Source: an optimization exercise on an open RTL-to-GDS flow (aim: small area, a short achievable clock period and few clock cycles per item). Production flows keep margins and buffers that such runs may drop.
The RTL was checked by simulation tests, not by an equivalence proof against the original design.

==> flow/design.v (outline; a module is shown in full before it is edited, if it fits) <==
// module CNN: 5283 lines
module CNN(
    input                       clk,
    input                       rst_n,
    input                       in_valid,
    input      signed [15:0]    in_data,
    input                       opt,
    output reg                  out_valid,
    output reg signed [15:0]    out_data
);
  // ...
==> flow/flow/run.sh <==
#!/bin/bash
set -euo pipefail
export SYNTH_ARGS=-noabc
export SETUP_SLACK_MARGIN=13.5
bash standard.sh > standard.log 2>&1
==> flow/standard.sh <==
#!/bin/bash
# synth_recipe.tcl (not shown) runs the flow's synth.tcl, then flattens the netlist and writes it again
# the make line also repeats each setting of config.mk as NAME=value (left out here)
make -C /OpenROAD-flow-scripts/flow DESIGN_CONFIG=/design/flow/config.mk WORK_HOME=/design/flow/orfs CLKGATE_MAP_FILE= SYNTH_SCRIPT=/design/flow/synth_recipe.tcl "${@:-finish}"
==> flow/config.mk <==
export PLATFORM = sky130hd
export DESIGN_NAME = CNN
export DESIGN_NICKNAME = CNN
export VERILOG_FILES = /design/flow/design.v
export SDC_FILE = /design/flow/constraint.sdc
export NUM_CORES = 4
export LEC_CHECK = 0
export ABC_CLOCK_PERIOD_IN_PS = 4500
export CAP_MARGIN = 20
export CORE_MARGIN = 2
export CORE_UTILIZATION = 40
export CTS_CLUSTER_DIAMETER = 150
export CTS_CLUSTER_SIZE = 20
export SLEW_MARGIN = 20
==> flow/constraint.sdc <==
create_clock -name core_clock -period 18.0 [get_ports {clk}]
set_input_delay 3.6000 -clock core_clock [delete_from_list [all_inputs] [get_ports {clk}]]
set_output_delay 3.6000 -clock core_clock [all_outputs]
set_load 0.01 [all_outputs]
==> impl_metrics.csv, run 1 <==
group,metric,value,unit
die,core_area,0.126,mm^2
route,highest_layer,"met5",
synthesis,synth.largest_area_cell,"dfxtp_1",
die,io_pins,37,
timing,layout_setup_ws,13.15,ns
outcome,status,"finished clean",
worst_setup_path,required,14.40,ns
synthesis,synthMuxAreaShare,0.00893,
worst_hold_path,worstHoldStart,"ring[28][1]",
synthesis,yosys.area_share.xor_xnor,0.135,
worst_setup_path,crit_fanout,1,
worst_setup_path,startpoint,"out_valid",
place,port_buffers,36,
cells_and_area,top_area_cell_class,"multi-input gates",
worst_hold_path,hold_path_class,"flip-flop to flip-flop",
cells_and_area,n_all_inverters,33,
worst_setup_path,cpLargestDelayFamily,"flip-flops",
synthesis,synth_top_family_by_area,"adder cells",
clocking,postCtsSetupBuffers,66,
clocking,htree_levels,2,
place,globalplace.congestion,0.936,
cells_and_area,n_clock_buffer,86,
worst_setup_path,startpoint_type,"flip-flop",
route,met1_length,60500,um
route,wl_per_cell,26.3,um
cells_and_area,final_cell_mix,"dfxtp_1 (665), xor2_1 (649), a22o_1 (570), fa_1 (535), edfxtp_1 (281)",
Testbench counts, summed over its fixed seeds: cycles 66,240, items 960.
==> inputs of run 2 (changes only) <==
--- a/flow/design.v
+++ b/flow/design.v
@@ -24,22 +24,18 @@
 always @(posedge clk or negedge rst_n) begin
     if (!rst_n)
         cnt <= 7'd0;
     else if (cnt == 7'd68)
         cnt <= 7'd0;
     else if (cnt != 7'd0 || in_valid)
         cnt <= cnt + 7'd1;
 end
-always @(posedge clk or negedge rst_n) begin
-    if (!rst_n)
-        out_valid <= 1'b0;
-    else
-        out_valid <= (cnt >= 7'd64) && (cnt <= 7'd67);
-end
+always @(posedge clk)
+    out_valid <= (cnt >= 7'd64) && (cnt <= 7'd67);
 always @(posedge clk) begin
     if (cnt == 7'd0)
         opt_r <= opt;
 end
 always @(posedge clk) begin
     ring[0] <= (cnt < 7'd36) ? in_data : ring[35];
     for (i = 1; i < 36; i = i + 1)
         ring[i] <= ring[i-1];
==> run 2 against run 1 <==
  * Still clean
  * Die area hardly changed
  * Via count is 0.64% higher
  * Core utilization is 0.44 points lower
  * Final cell count is 0.13% higher
  * Maximum frequency is 1.7% higher
  * Worst hold slack better by 0.037 ns
==> impl_metrics.csv, run 2 <==
group,metric,value,unit
outcome,status,"finished clean",
clocking,cts_buffers,55,
clocking,path_clk_slew,0.11,ns
synthesis,synth.largest_area_cell,"dfxtp_1",
synthesis,synth_area_leaders,"dfxtp_1 (28%), fa_1 (21%), edfxtp_1 (17%), xor2_1 (11%), a22o_1 (9.8%)",
worst_setup_path,slowest_stage,"dfxtp_2",
route,vias,30000,
die,fp-row-count,131,
cells_and_area,finalNonFillerCells,5444,
worst_setup_path,crit_fanout,1,
route,wl_per_cell,26.5,um
timing,max_freq,210,MHz
timing,timing.final.crit_period,4.76,ns
synthesis,synth_common_cells,"dfxtp_1 (703), xor2_1 (651), a22o_1 (568)",
clocking,clk_path_buf_depth,3,
timing,hold_viol_final,0,
worst_setup_path,cp_cell_sequence,"buf_6",
cells_and_area,final_common_cell,"dfxtp_1",
timing,tns,0,ns
global_route,grt_pass1_vias,30300,
clocking,cts_tree,"done",
die,core_area,0.127,mm^2
worst_setup_path,end_kind,"output pin",
route,drtIter0Drc,2967,
clocking,cts_hold_buf,0,
timing,rsz0062_at_grt,"yes",
timing,fin_worst_skew,0.0329,ns
clocking,cts_sinks,991,
synthesis,synth_seq_cells,991,
cells_and_area,syn_to_final_growth,9.30,%
worst_setup_path,path_class,"flip-flop to output pin",
route,first_pass_iters,5,
timing,max_slew_margin,0.379,
timing,report.final.setup_viol,0,
synthesis,synthArstFlopShare,0.00706,
place,globalplace.congestion,0.952,
global_route,grt_max_degree,33,
worst_setup_path,required,14.40,ns
clocking,htree_levels,2,
synthesis,seq_area_frac_synth,0.445,
global_route,antenna_found_initial,10,
cells_and_area,largest_reg_flops,576,
route,drc,0,
timing,slew_viol_final,0,
global_route,grt_pass1_wl,210000,um
worst_hold_path,hold_path_class,"flip-flop to flip-flop",
cells_and_area,final_nets,4405,
die,dieWidth,361,um
place,dp_hpwl,109000,um
synthesis,syn-num-nets,4424,
place,port_buffers,36,
die,die_area,0.130,mm^2
synthesis,netlist_area,0.0510,mm^2
worst_setup_path,critPathArrivalTime,1.16,ns
clocking,insertion_delay,0.71,ns
die,initial_core_util,0.402,
synthesis,ys_types,68,
worst_setup_path,cpLargestDelayFamily,"flip-flops",
timing,min_period_over_period,0.265,
timing,holdWs,0.302,ns
synthesis,yosysMostFrequentCell,"dfxtp_1",
timing,worst_slew_pin_slew,0.929,ns
worst_setup_path,startpoint_type,"flip-flop",
die,die_h,361,um
clocking,root_buffer,"clkbuf_16",
synthesis,avgSynthCellArea,13.6,um^2
synthesis,yosysTopAreaCellShare,0.276,
route,antenna_left,0,
cells_and_area,final_cell_mix,"dfxtp_1 (657), xor2_1 (646), a22o_1 (568), fa_1 (526), edfxtp_1 (281)",
route,wirelength,145000,um
cells_and_area,drive_gt1_frac,0.105,
place,dp_slack,12.58,ns
route,viasPerCell,5.51,
die,io_pins,37,
synthesis,syn_inst,3758,
global_route,grt_util_all_layers,0.220,
worst_setup_path,cp_num_buf_inv,1,
synthesis,synth-main-ff-cell,"dfxtp_1",
worst_setup_path,critPathMaxStageDelay,0.37,ns
cells_and_area,top_register,"ring",
cells_and_area,fillCellCount,11400,
synthesis,yosysWarnings,5,
run,cap_violations,0,
place,place_area,0.0526,mm^2
cells_and_area,fin_util,0.439,
global_route,overflow,0,
place,place_inst,5205,
timing,layout_setup_ws,13.24,ns
worst_setup_path,r2r_slack,13.53,ns
cells_and_area,fin_area,0.0558,mm^2
synthesis,synth_edf_count,281,
-- run 2: changes by cell type in the layout (fill, tap and decap cells not counted), moves of 6 or more --
cell / delta
o21ai_0: +8
fa_2: +9
nand3_1: +6
buf_4: -14
fa_1: -9
dfxtp_2: +10
dfxtp_1: -8
buf_12: -8
clkbuf_1: +7
and3_1: +6
-- run 2: final timing paths --
kind,start,end,depth (start not counted)
min in group asynchronous,rst_n,cnt[6],1
worst min register to register,ring[34][2],ring[35][2],0
max in group asynchronous,rst_n,cnt[0],1
worst min-delay path,ring[34][2],ring[35][2],0
worst max-delay path,out_data[14],out_data[14],1
worst max register to register,ring[0][4],cs1_1[14],9
-- run 2: cell families (layout without fill, tap and decap cells) --
kind of cell,count (synthesis),in the layout,synth area share
flops,991,991,0.445
compound gates,808,808,0.131
xor+xnor,784,784,0.135
fa+ha+maj,646,646,0.238
buf+inv,328,348,0.0254
simple gates,162,162,0.0170
mux,39,39,0.00854
other cells,0,4,0
-- run 2: what timing repair did --
| item | 4_1_cts | 5_1_grt |
|---|---|---|
| endpoints found under the setup margin | 135 | 94 |
| setup buffers | 86 | 52 |
| pin swaps | 6 | 40 |
| gates cloned | 0 | 1 |
| resized for setup | 103 | 90 |
-- run 2: metal layers --
metal	vias up	GRT usage	wire (um)
met4	2	0.0647	4030
met1	15600	0.316	64600
met2	1153	0.339	64800
met5	-	0	13
met3	200	0.0411	11000
li1	13000	-	-
-- run 2: layout make-up --
class                           instances  area, um^2  area share
Sequential cell                       991       22700       0.408
Multi-Input combinational cell       2439       27300       0.490
Clock inverter                          4        87.6     0.00157
Inverter                               31         116     0.00209
Timing Repair Buffer                  221        1860      0.0334
Clock buffer                           92        1520      0.0272
Tap cell                             1662        2080      0.0373
Antenna cell                            4        10.0    0.000180
Testbench counts of run 2, summed over its fixed seeds: cycles 66,240, items 960.
==> inputs of run 3 (changes only) <==
==> flow/flow/run.sh (replaced) <==
#!/bin/bash
set -euo pipefail
export SYNTH_ARGS=-noabc
export SETUP_SLACK_MARGIN=13.25
bash standard.sh > standard.log 2>&1
==> run 3 against run 2 <==
  * Critical path type unchanged
  * Sequential share of layout area rose by 0.50 points
  * Non-clock buffer count down 66
  * Synthesized cell count did not move
  * Final cell count down 1.2%
==> impl_metrics.csv, run 3 <==
group,metric,value,unit
outcome,status,"finished clean",
route,vias,29500,
worst_setup_path,critPathArrivalTime,1.17,ns
synthesis,yosysTopAreaCellShare,0.276,
worst_setup_path,startpoint_type,"flip-flop",
die,io_pins,37,
route,drtIter0Drc,2918,
place,dp_slack,12.66,ns
global_route,overflow,0,
timing,rsz0062_at_grt,"yes",
place,globalplace.congestion,0.930,
worst_setup_path,cp_num_buf_inv,1,
synthesis,seq_area_frac_synth,0.445,
synthesis,syn_inst,3758,
cells_and_area,syn_to_final_growth,7.80,%
timing,max_freq,210,MHz
clocking,cts_sinks,991,
synthesis,yosysMostFrequentCell,"dfxtp_1",
global_route,grt_util_all_layers,0.216,
synthesis,synth-main-ff-cell,"dfxtp_1",
run,cap_violations,0,
cells_and_area,largest_reg_flops,576,
synthesis,avgSynthCellArea,13.6,um^2
synthesis,ys_types,68,
timing,timing.final.crit_period,4.77,ns
die,fp-row-count,131,
route,first_pass_iters,5,
worst_setup_path,required,14.40,ns
worst_hold_path,hold_path_class,"flip-flop to flip-flop",
cells_and_area,final_common_cell,"dfxtp_1",
synthesis,netlist_area,0.0510,mm^2
cells_and_area,drive_gt1_frac,0.0694,
cells_and_area,finalNonFillerCells,5378,
synthesis,synth_common_cells,"dfxtp_1 (703), xor2_1 (651), a22o_1 (568)",
cells_and_area,final_nets,4339,
route,wirelength,142000,um
place,port_buffers,36,
synthesis,synth_area_leaders,"dfxtp_1 (28%), fa_1 (21%), edfxtp_1 (17%), xor2_1 (11%), a22o_1 (9.8%)",
die,dieWidth,361,um
timing,max_slew_margin,0.279,
synthesis,synthArstFlopShare,0.00706,
route,drc,0,
timing,worst_slew_pin_slew,1.07,ns
global_route,antenna_found_initial,17,
die,die_area,0.130,mm^2
timing,min_period_over_period,0.265,
timing,report.final.setup_viol,0,
clocking,clk_path_buf_depth,3,
place,place_area,0.0527,mm^2
timing,holdWs,0.308,ns
synthesis,synth_edf_count,281,
global_route,grt_max_degree,33,
clocking,htree_levels,2,
synthesis,synth_seq_cells,991,
timing,tns,0,ns
synthesis,yosysWarnings,5,
synthesis,syn-num-nets,4424,
timing,layout_setup_ws,13.23,ns
worst_setup_path,critPathMaxStageDelay,0.37,ns
route,antenna_left,0,
worst_setup_path,path_class,"flip-flop to output pin",
worst_setup_path,crit_fanout,1,
synthesis,synth.largest_area_cell,"dfxtp_1",
clocking,root_buffer,"clkbuf_16",
route,viasPerCell,5.48,
cells_and_area,final_cell_mix,"dfxtp_1 (687), xor2_1 (651), a22o_1 (568), fa_1 (543), edfxtp_1 (281)",
route,wl_per_cell,26.3,um
global_route,grt_pass1_wl,207000,um
timing,fin_worst_skew,0.0462,ns
cells_and_area,top_register,"ring",
place,dp_hpwl,107000,um
die,die_h,361,um
worst_setup_path,slowest_stage,"dfxtp_4",
worst_setup_path,end_kind,"output pin",
global_route,grt_pass1_vias,30100,
place,place_inst,5210,
timing,hold_viol_final,0,
cells_and_area,fin_util,0.433,
clocking,insertion_delay,0.70,ns
worst_setup_path,cpLargestDelayFamily,"flip-flops",
cells_and_area,fin_area,0.0550,mm^2
clocking,path_clk_slew,0.10,ns
die,core_area,0.127,mm^2
clocking,cts_buffers,55,
timing,slew_viol_final,0,
cells_and_area,fillCellCount,11500,
die,initial_core_util,0.402,
worst_setup_path,cp_cell_sequence,"buf_6",
clocking,cts_tree,"done",
[run 3: cell count changes in the layout (fill, tap and decap cells not counted), sizes merged]
| cell | before | now |
|---|---|---|
| clkinv | 4 | 3 |
| clkbuf | 92 | 96 |
| buf | 202 | 136 |
| diode | 4 | 1 |
[run 3: logic make-up after synthesis]
| family | after synthesis | synth area share |
|---|---|---|
| AO/OA/AOI/OAI | 808 | 0.131 |
| buffers and inverters | 328 | 0.0254 |
| XOR/XNOR | 784 | 0.135 |
| AND/OR/NAND/NOR | 162 | 0.0170 |
| multiplexers | 39 | 0.00854 |
| adder cells (fa/ha/maj) | 646 | 0.238 |
| flip-flops | 991 | 0.445 |
[run 3: layout make-up]
| cell class | instances | area [um^2] | area share |
|---|---|---|---|
| diodes | 1 | 2.50 | 0.0000455 |
| clock buffers | 96 | 1550 | 0.0282 |
| clock inverters | 3 | 71.3 | 0.00130 |
| inverters | 31 | 116 | 0.00212 |
| multi-input cells | 2439 | 27100 | 0.493 |
| flip-flops and latches | 991 | 22700 | 0.413 |
| well taps | 1662 | 2080 | 0.0378 |
| repair buffers | 155 | 1380 | 0.0251 |
[run 3: final timing paths]
| kind | start | endpoint | depth (start not counted) | slack [ns] |
|---|---|---|---|---|
| max | out_data[2] | out_data[2] | 1 | 13.23 |
| min | ring[22][10] | ring[23][10] | 0 | 0.31 |
| max reg2reg | ring[1][3] | cs1_1[14] | 9 | 13.34 |
| min reg2reg | ring[22][10] | ring[23][10] | 0 | 0.31 |
| max in group asynchronous | rst_n | cnt[4] | 1 | 14.57 |
| min in group asynchronous | rst_n | cnt[1] | 1 | 3.19 |
[run 3: metal layers]
metal  part of all wire  GRT usage
met1               0.45      0.309
met2               0.45      0.335
met3              0.079     0.0428
met4              0.026     0.0553
met5            0.00028          0
[run 3: what timing repair did]
action | 4_1_cts | 5_1_grt
endpoints found under the setup margin | 103 | 85
hold buffers | 0 | 0
pin swaps | 3 | 4
resized for setup | 89 | 23
setup buffers | 16 | 51
cloned | 0 | 1
==> inputs of run 4 (changes only) <==
==> flow/run.sh (new file) <==
#!/bin/bash
# synth_recipe.tcl (not shown) runs the flow's synth.tcl, then flattens the netlist and writes it again
# the make line also repeats each setting of config.mk as NAME=value (left out here)
make -C /OpenROAD-flow-scripts/flow DESIGN_CONFIG=/design/flow/config.mk WORK_HOME=/design/flow/orfs CLKGATE_MAP_FILE= SYNTH_SCRIPT=/design/flow/synth_recipe.tcl finish
removed: flow/flow/run.sh
removed: flow/standard.sh
==> run 4 against run 3 <==
  * Global-route usage is 0.52 points higher
  * Critical path depth unchanged
  * Die area up 7.6%
  * First-iteration DRC count rose by 37%
  * Area after synthesis grew 7.7%
  * Critical path type unchanged
  * Setup slack worse by 0.49 ns
==> impl_metrics.csv, run 4 <==
group,metric,value,unit
route,viasPerCell,5.64,
worst_setup_path,reg2reg_from,"cs2_0[1]",
timing,hold_viol_final,0,
clocking,cts_tree,"done",
die,dieWidth,375,um
synthesis,yosysMostFrequentCell,"dfxtp_1",
worst_setup_path,slowest_stage,"clkdlybuf4s50_1",
route,drc,0,
timing,fin_worst_skew,0.0926,ns
worst_setup_path,crit_fanout,1,
die,fp-row-count,136,
worst_hold_path,hold_path_class,"flip-flop to flip-flop",
cells_and_area,fillCellCount,12800,
synthesis,ys_types,69,
place,port_buffers,36,
cells_and_area,top_register,"ring",
route,antenna_left,0,
synthesis,avgSynthCellArea,11.5,um^2
global_route,grt_util_all_layers,0.221,
clocking,insertion_delay,0.74,ns
clocking,clk_path_buf_depth,3,
global_route,grt_max_degree,39,
synthesis,netlist_area,0.0550,mm^2
synthesis,yosysTopAreaCellShare,0.256,
synthesis,syn_inst,4778,
global_route,grt_pass1_vias,35200,
cells_and_area,final_common_cell,"dfxtp_1",
worst_setup_path,cp_cell_sequence,"clkdlybuf4s50_1",
clocking,root_buffer,"clkbuf_16",
timing,rsz0062_at_grt,"no",
cells_and_area,syn_to_final_growth,5.51,%
worst_setup_path,r2r_end,"m2[13]",
die,initial_core_util,0.401,
worst_setup_path,startpoint,"out_data[0]",
place,dp_hpwl,115000,um
clocking,cts_hold_buf,0,
synthesis,synth-main-ff-cell,"dfxtp_1",
timing,min_period_over_period,0.292,
worst_setup_path,cpLargestDelayFamily,"buffers and inverters",
timing,slew_viol_final,0,
route,vias,35900,
worst_setup_path,r2r_slack,12.89,ns
synthesis,synth_seq_cells,991,
cells_and_area,largest_reg_flops,576,
die,io_pins,37,
clocking,cts_sinks,991,
die,die_area,0.140,mm^2
route,drtIter0Drc,4004,
clocking,path_clk_slew,0.10,ns
die,die_h,375,um
timing,report.final.setup_viol,0,
timing,worst_slew_pin_slew,1.18,ns
timing,timing.final.crit_period,5.26,ns
worst_hold_path,worstHoldStart,"ring[28][14]",
synthesis,syn-num-nets,5442,
synthesis,synth_area_leaders,"dfxtp_1 (26%), fa_1 (20%), edfxtp_1 (15%), xor2_1 (6.3%), inv_1 (4.4%)",
clocking,htree_levels,2,
synthesis,synth_common_cells,"dfxtp_1 (703), inv_1 (638), fa_1 (544)",
route,wirelength,156000,um
route,first_pass_iters,7,
worst_setup_path,end_kind,"output pin",
worst_setup_path,cp_num_buf_inv,1,
route,wl_per_cell,24.5,um
worst_setup_path,critPathMaxStageDelay,0.56,ns
clocking,postCtsSetupBuffers,0,
cells_and_area,final_cell_mix,"dfxtp_1 (702), inv_1 (638), fa_1 (544), xor2_1 (394), edfxtp_1 (281)",
global_route,overflow,0,
cells_and_area,final_nets,5197,
synthesis,synth.largest_area_cell,"dfxtp_1",
worst_setup_path,critPathArrivalTime,1.66,ns
worst_hold_path,worstHoldPathCells,0,
synthesis,synth_edf_count,281,
timing,max_freq,190,MHz
place,globalplace.congestion,0.946,
global_route,antenna_found_initial,16,
worst_setup_path,path_class,"flip-flop to output pin",
die,core_area,0.137,mm^2
worst_hold_path,hold_path_end,"ring[29][14]",
global_route,grt_pass1_wl,232000,um
outcome,status,"finished clean",
clocking,cts_buffers,55,
worst_setup_path,required,14.40,ns
run,cap_violations,0,
cells_and_area,drive_gt1_frac,0.0574,
clocking,cts_resized,0,
timing,max_slew_margin,0.212,
worst_setup_path,startpoint_type,"flip-flop",
worst_setup_path,r2r_cells,14,
timing,tns,0,ns
synthesis,synthArstFlopShare,0.00706,
timing,holdWs,0.248,ns
synthesis,yosysWarnings,5,
synthesis,seq_area_frac_synth,0.413,
## run 4: cell families after synthesis
kind of cell	count (synthesis)	synth area share
AO/OA/AOI/OAI	1091	0.165
XOR/XNOR	518	0.0863
adder cells (fa/ha/maj)	644	0.221
buffers and inverters	1043	0.0740
flip-flops	991	0.413
multiplexers	18	0.00369
AND/OR/NAND/NOR	473	0.0374
## run 4: cell type report
class                      count  area [um^2]  area share
tap                         1794         2240      0.0387
multi-input combinational   2744        28200       0.487
timing repair buffer          93          788      0.0136
clock buffer                  86         1490      0.0258
sequential                   991        22700       0.391
antenna                        3         7.51    0.000129
inverter                     648         2430      0.0420
clock inverter                 4         98.8     0.00170
## run 4: worst max-delay path by stage
stage	endpoint	slack (ns)	depth (start not counted)
6_report	out_data[0]	12.74	1
3_5_place_dp	m1[9]	12.90	14
4_1_cts	out_data[0]	12.68	1
5_1_grt	m0[9]	12.49	14
3_3_place_gp	k_one[8][5]	12.94	2
2_1_floorplan	cs1_1[13]	13.17	13
## run 4: per-stage QoR
step	area (um^2)	worst slack [ns]	cells	util
floorplan	55000	13.17	4778	-
global placement	56400	12.94	6270	0.412
detailed placement	56400	12.90	6270	0.412
CTS	58000	12.68	6360	0.423
global route	58000	12.49	6360	0.423
finish	58000	12.74	6363	0.423
## run 4: routing by layer
layer  track usage  up-vias  wire length, um  share of wire
met5             0        -               30        0.00019
met4        0.0876        2             6440          0.041
met3        0.0312      245            11700          0.075
met2         0.356     1546            72700           0.47
met1         0.301    18300            65000           0.42
li1              -    15800                -              -
==> inputs of run 5 (changes only) <==
==> flow/flow/run.sh (new file) <==
#!/bin/bash
set -euo pipefail
export SYNTH_ARGS=-noabc
export SETUP_SLACK_MARGIN=13.5
bash standard.sh > standard.log 2>&1
==> flow/standard.sh (new file) <==
#!/bin/bash
# synth_recipe.tcl (not shown) runs the flow's synth.tcl, then flattens the netlist and writes it again
# the make line also repeats each setting of config.mk as NAME=value (left out here)
make -C /OpenROAD-flow-scripts/flow DESIGN_CONFIG=/design/flow/config.mk WORK_HOME=/design/flow/orfs CLKGATE_MAP_FILE= SYNTH_SCRIPT=/design/flow/synth_recipe.tcl "${@:-finish}"
--- a/flow/config.mk
+++ b/flow/config.mk
@@ -8,7 +8,8 @@
 export ABC_CLOCK_PERIOD_IN_PS = 4500
 export CAP_MARGIN = 20
 export CORE_MARGIN = 2
-export CORE_UTILIZATION = 40
+export CORE_UTILIZATION = 55
 export CTS_CLUSTER_DIAMETER = 150
-export CTS_CLUSTER_SIZE = 20
+export CTS_CLUSTER_SIZE = 24
+export PLACE_DENSITY = 0.65
 export SLEW_MARGIN = 20
removed: flow/run.sh
==> run 5 against run 4 <==
  * First-iteration DRC count fell by 24%
  * Clock-buffer cell count down 10
  * Still clean
  * Wire length down 6.4%
  * Worst hold slack better by 0.064 ns
  * Critical path depth unchanged
  * Critical path type unchanged
  * Final cell count shrank 21%
  * Clock skew shrank 0.041 ns
==> impl_metrics.csv, run 5 <==
group,metric,value,unit
route,wl_met2,67900,um
worst_setup_path,required,14.40,ns
cells_and_area,fillCellCount,7205,
timing,max_freq,212,MHz
place,place_inst,4787,
place,dp_hpwl,107000,um
synthesis,ys_types,68,
synthesis,synth-main-ff-cell,"dfxtp_1",
timing,worst_slew_pin_slew,1.13,ns
worst_setup_path,cp_cell_sequence,"buf_6",
timing,hold_viol_final,0,
cells_and_area,largest_reg_flops,576,
route,met1_length,60700,um
run,cap_violations,0,
synthesis,synth_area_leaders,"dfxtp_1 (28%), fa_1 (21%), edfxtp_1 (17%), xor2_1 (11%), a22o_1 (9.8%)",
clocking,cts_sinks,991,
timing,max_slew_margin,0.245,
worst_hold_path,worstHoldStart,"ring[23][2]",
synthesis,synthArstFlopShare,0.00706,
synthesis,avgSynthCellArea,13.6,um^2
route,wl_per_cell,29.0,um
worst_setup_path,cpLargestDelayFamily,"flip-flops",
synthesis,synth.largest_area_cell,"dfxtp_1",
worst_setup_path,r2r_slack,13.54,ns
clocking,clk_path_buf_depth,3,
die,io_pins,37,
place,port_buffers,36,
die,die_area,0.0952,mm^2
worst_setup_path,crit_fanout,1,
synthesis,synth_edf_count,281,
global_route,antenna_found_initial,13,
cells_and_area,syn_to_final_growth,8.11,%
worst_setup_path,critPathMaxStageDelay,0.36,ns
synthesis,syn-num-nets,4424,
clocking,insertion_delay,0.68,ns
route,dr_wl_met3,11100,um
clocking,htree_levels,2,
timing,min_period_over_period,0.263,
die,dieWidth,309,um
worst_setup_path,startpoint_type,"flip-flop",
worst_setup_path,startpoint,"out_data[1]",
synthesis,yosysMostFrequentCell,"dfxtp_1",
route,wirelength,146000,um
outcome,status,"finished clean",
timing,fin_worst_skew,0.0521,ns
synthesis,syn_inst,3758,
cells_and_area,final_cell_mix,"xor2_1 (648), dfxtp_1 (648), a22o_1 (568), fa_1 (523), edfxtp_1 (281)",
synthesis,yosysTopAreaCellShare,0.276,
timing,rsz0062_at_grt,"yes",
route,drtIter0Drc,3035,
clocking,cts_buffers,47,
timing,slew_viol_final,0,
global_route,overflow,0,
route,highest_layer,"met5",
global_route,grt_pass1_wl,211000,um
route,vias,30600,
worst_setup_path,slowest_stage,"dfxtp_2",
cells_and_area,fin_util,0.601,
timing,timing.final.crit_period,4.73,ns
worst_setup_path,path_class,"flip-flop to output pin",
global_route,grt_max_degree,33,
timing,report.final.setup_viol,0,
worst_setup_path,critPathArrivalTime,1.13,ns
timing,tns,0,ns
worst_setup_path,cp_num_buf_inv,1,
global_route,grt_pass1_vias,31400,
worst_setup_path,end_kind,"output pin",
cells_and_area,drive_gt1_frac,0.111,
cells_and_area,top_register,"ring",
clocking,cts_tree,"done",
route,viasPerCell,6.09,
synthesis,seq_area_frac_synth,0.445,
clocking,root_buffer,"clkbuf_16",
die,die_h,309,um
die,core_area,0.0918,mm^2
worst_hold_path,hold_path_class,"flip-flop to flip-flop",
worst_setup_path,reg2reg_from,"k_neg[6][1]",
route,antenna_left,0,
synthesis,netlist_area,0.0510,mm^2
clocking,path_clk_slew,0.12,ns
place,globalplace.congestion,0.945,
global_route,grt_util_all_layers,0.307,
synthesis,synth_seq_cells,991,
die,initial_core_util,0.556,
cells_and_area,finalNonFillerCells,5026,
route,drc,0,
route,first_pass_iters,6,
die,fp-row-count,111,
synthesis,yosysWarnings,5,
cells_and_area,final_nets,4410,
synthesis,synth_common_cells,"dfxtp_1 (703), xor2_1 (651), a22o_1 (568)",
clocking,cts_hold_buf,0,
==> run 5: cell types whose count changed after synthesis, moves of 45 or more <==
cell	before	now
o221ai_1	107	4
a221o_1	119	0
a22o_1	174	568
a221oi_1	119	6
clkbuf_1	262	192
o221a_2	101	0
nor2_1	156	22
o21ai_0	76	31
xor2_1	394	651
inv_1	638	30
nand2_1	201	42
a22oi_1	239	99
==> run 5: stage by stage <==
stage / hold WS, ns / cell area [um^2] / worst slack [ns]
finish: 0.312 / 55200 / 13.27
global route: 0.324 / 55100 / 13.23
detailed placement: 0.312 / 52100 / 12.77
CTS: 0.317 / 54400 / 13.24
floorplan: 0.310 / 51000 / 13.55
global placement: 0.309 / 52100 / 12.46
==> run 5: kinds of logic after synthesis <==
kind of cell               after synthesis  synth area share
adders and majority gates              646             0.238
AOI/OAI and AO/OA                      808             0.131
buffers and inverters                  328            0.0254
muxes                                   39           0.00854
DFF                                    991             0.445
and+or+nand+nor                        162            0.0170
xor gates and xnor gates               784             0.135
==> run 5: routing by layer <==
layer / vias to the layer above / GRT usage
met3: 311 / 0.0587
li1: 13000 / -
met4: 4 / 0.119
met2: 1370 / 0.490
met1: 15900 / 0.416
met5: - / 0
==> run 5: worst paths after layout <==
path	to	cells past startpoint
worst min register to register	ring[24][2]	0
worst max-delay path	out_data[1]	1
min in group asynchronous	cnt[6]	1
worst max register to register	cs2_1[14]	9
worst min-delay path	ring[24][2]	0
max in group asynchronous	cnt[5]	1
==> run 5: layout make-up <==
cell class	count	area, um^2	area share
diodes	8	20.0	0.000363
repair buffers	234	1950	0.0353
well taps	1243	1560	0.0282
multi-input cells	2439	27400	0.496
inverters	31	116	0.00211
flip-flops and latches	991	22800	0.413
clock buffers	76	1280	0.0233
clock inverters	4	110	0.00200
==> run 5: what timing repair did <==
action | 4_1_cts | 5_1_grt
hold endpoints to repair | 0 | 0
setup buffers | 102 | 48
endpoints found under the setup margin | 123 | 87
pin swaps | 10 | 41
gates cloned | 1 | 0
gates resized for setup | 129 | 92

## separate check: timing with driven ports
How much do the figures lean on ideal ports? The routed layouts below were timed once more, with nothing changed but the port constraints.
Step 1: set_driving_cell puts a clkbuf_16 on clk and a buf_2 on each other input, an assumption about the parent block.
Step 2 also shifts input and output timing later by t, the mid clock arrival at the registers, as if the neighbouring blocks saw the same clock.
a / b / c = no drivers / after step 1 / after step 2; a / b = the first two.
| run | t, ns | setup slack, ns | worst setup path after step 2 | latest minus earliest clock arrival (ns) |
|---|---|---|---|---|
| run 1 | 0.749 | 13.155 / 13.077 / 13.036 | input to register | 0.106 / 0.106 |
| run 2 | 0.771 | 13.236 / 13.159 / 13.000 | input to register | 0.039 / 0.038 |
| run 3 | 0.747 | 13.231 / 13.161 / 13.020 | input to register | 0.052 / 0.052 |
| run 4 | 0.757 | 12.739 / 12.662 / 12.891 | register to register | 0.110 / 0.110 |
| run 5 | 0.720 | 13.272 / 13.209 / 12.974 | input to register | 0.056 / 0.057 |
After both steps setup and hold are still met in every run listed. The setup slack of run 5, which loses most, moves by -0.063 ns with the drivers and by -0.298 ns with both steps.
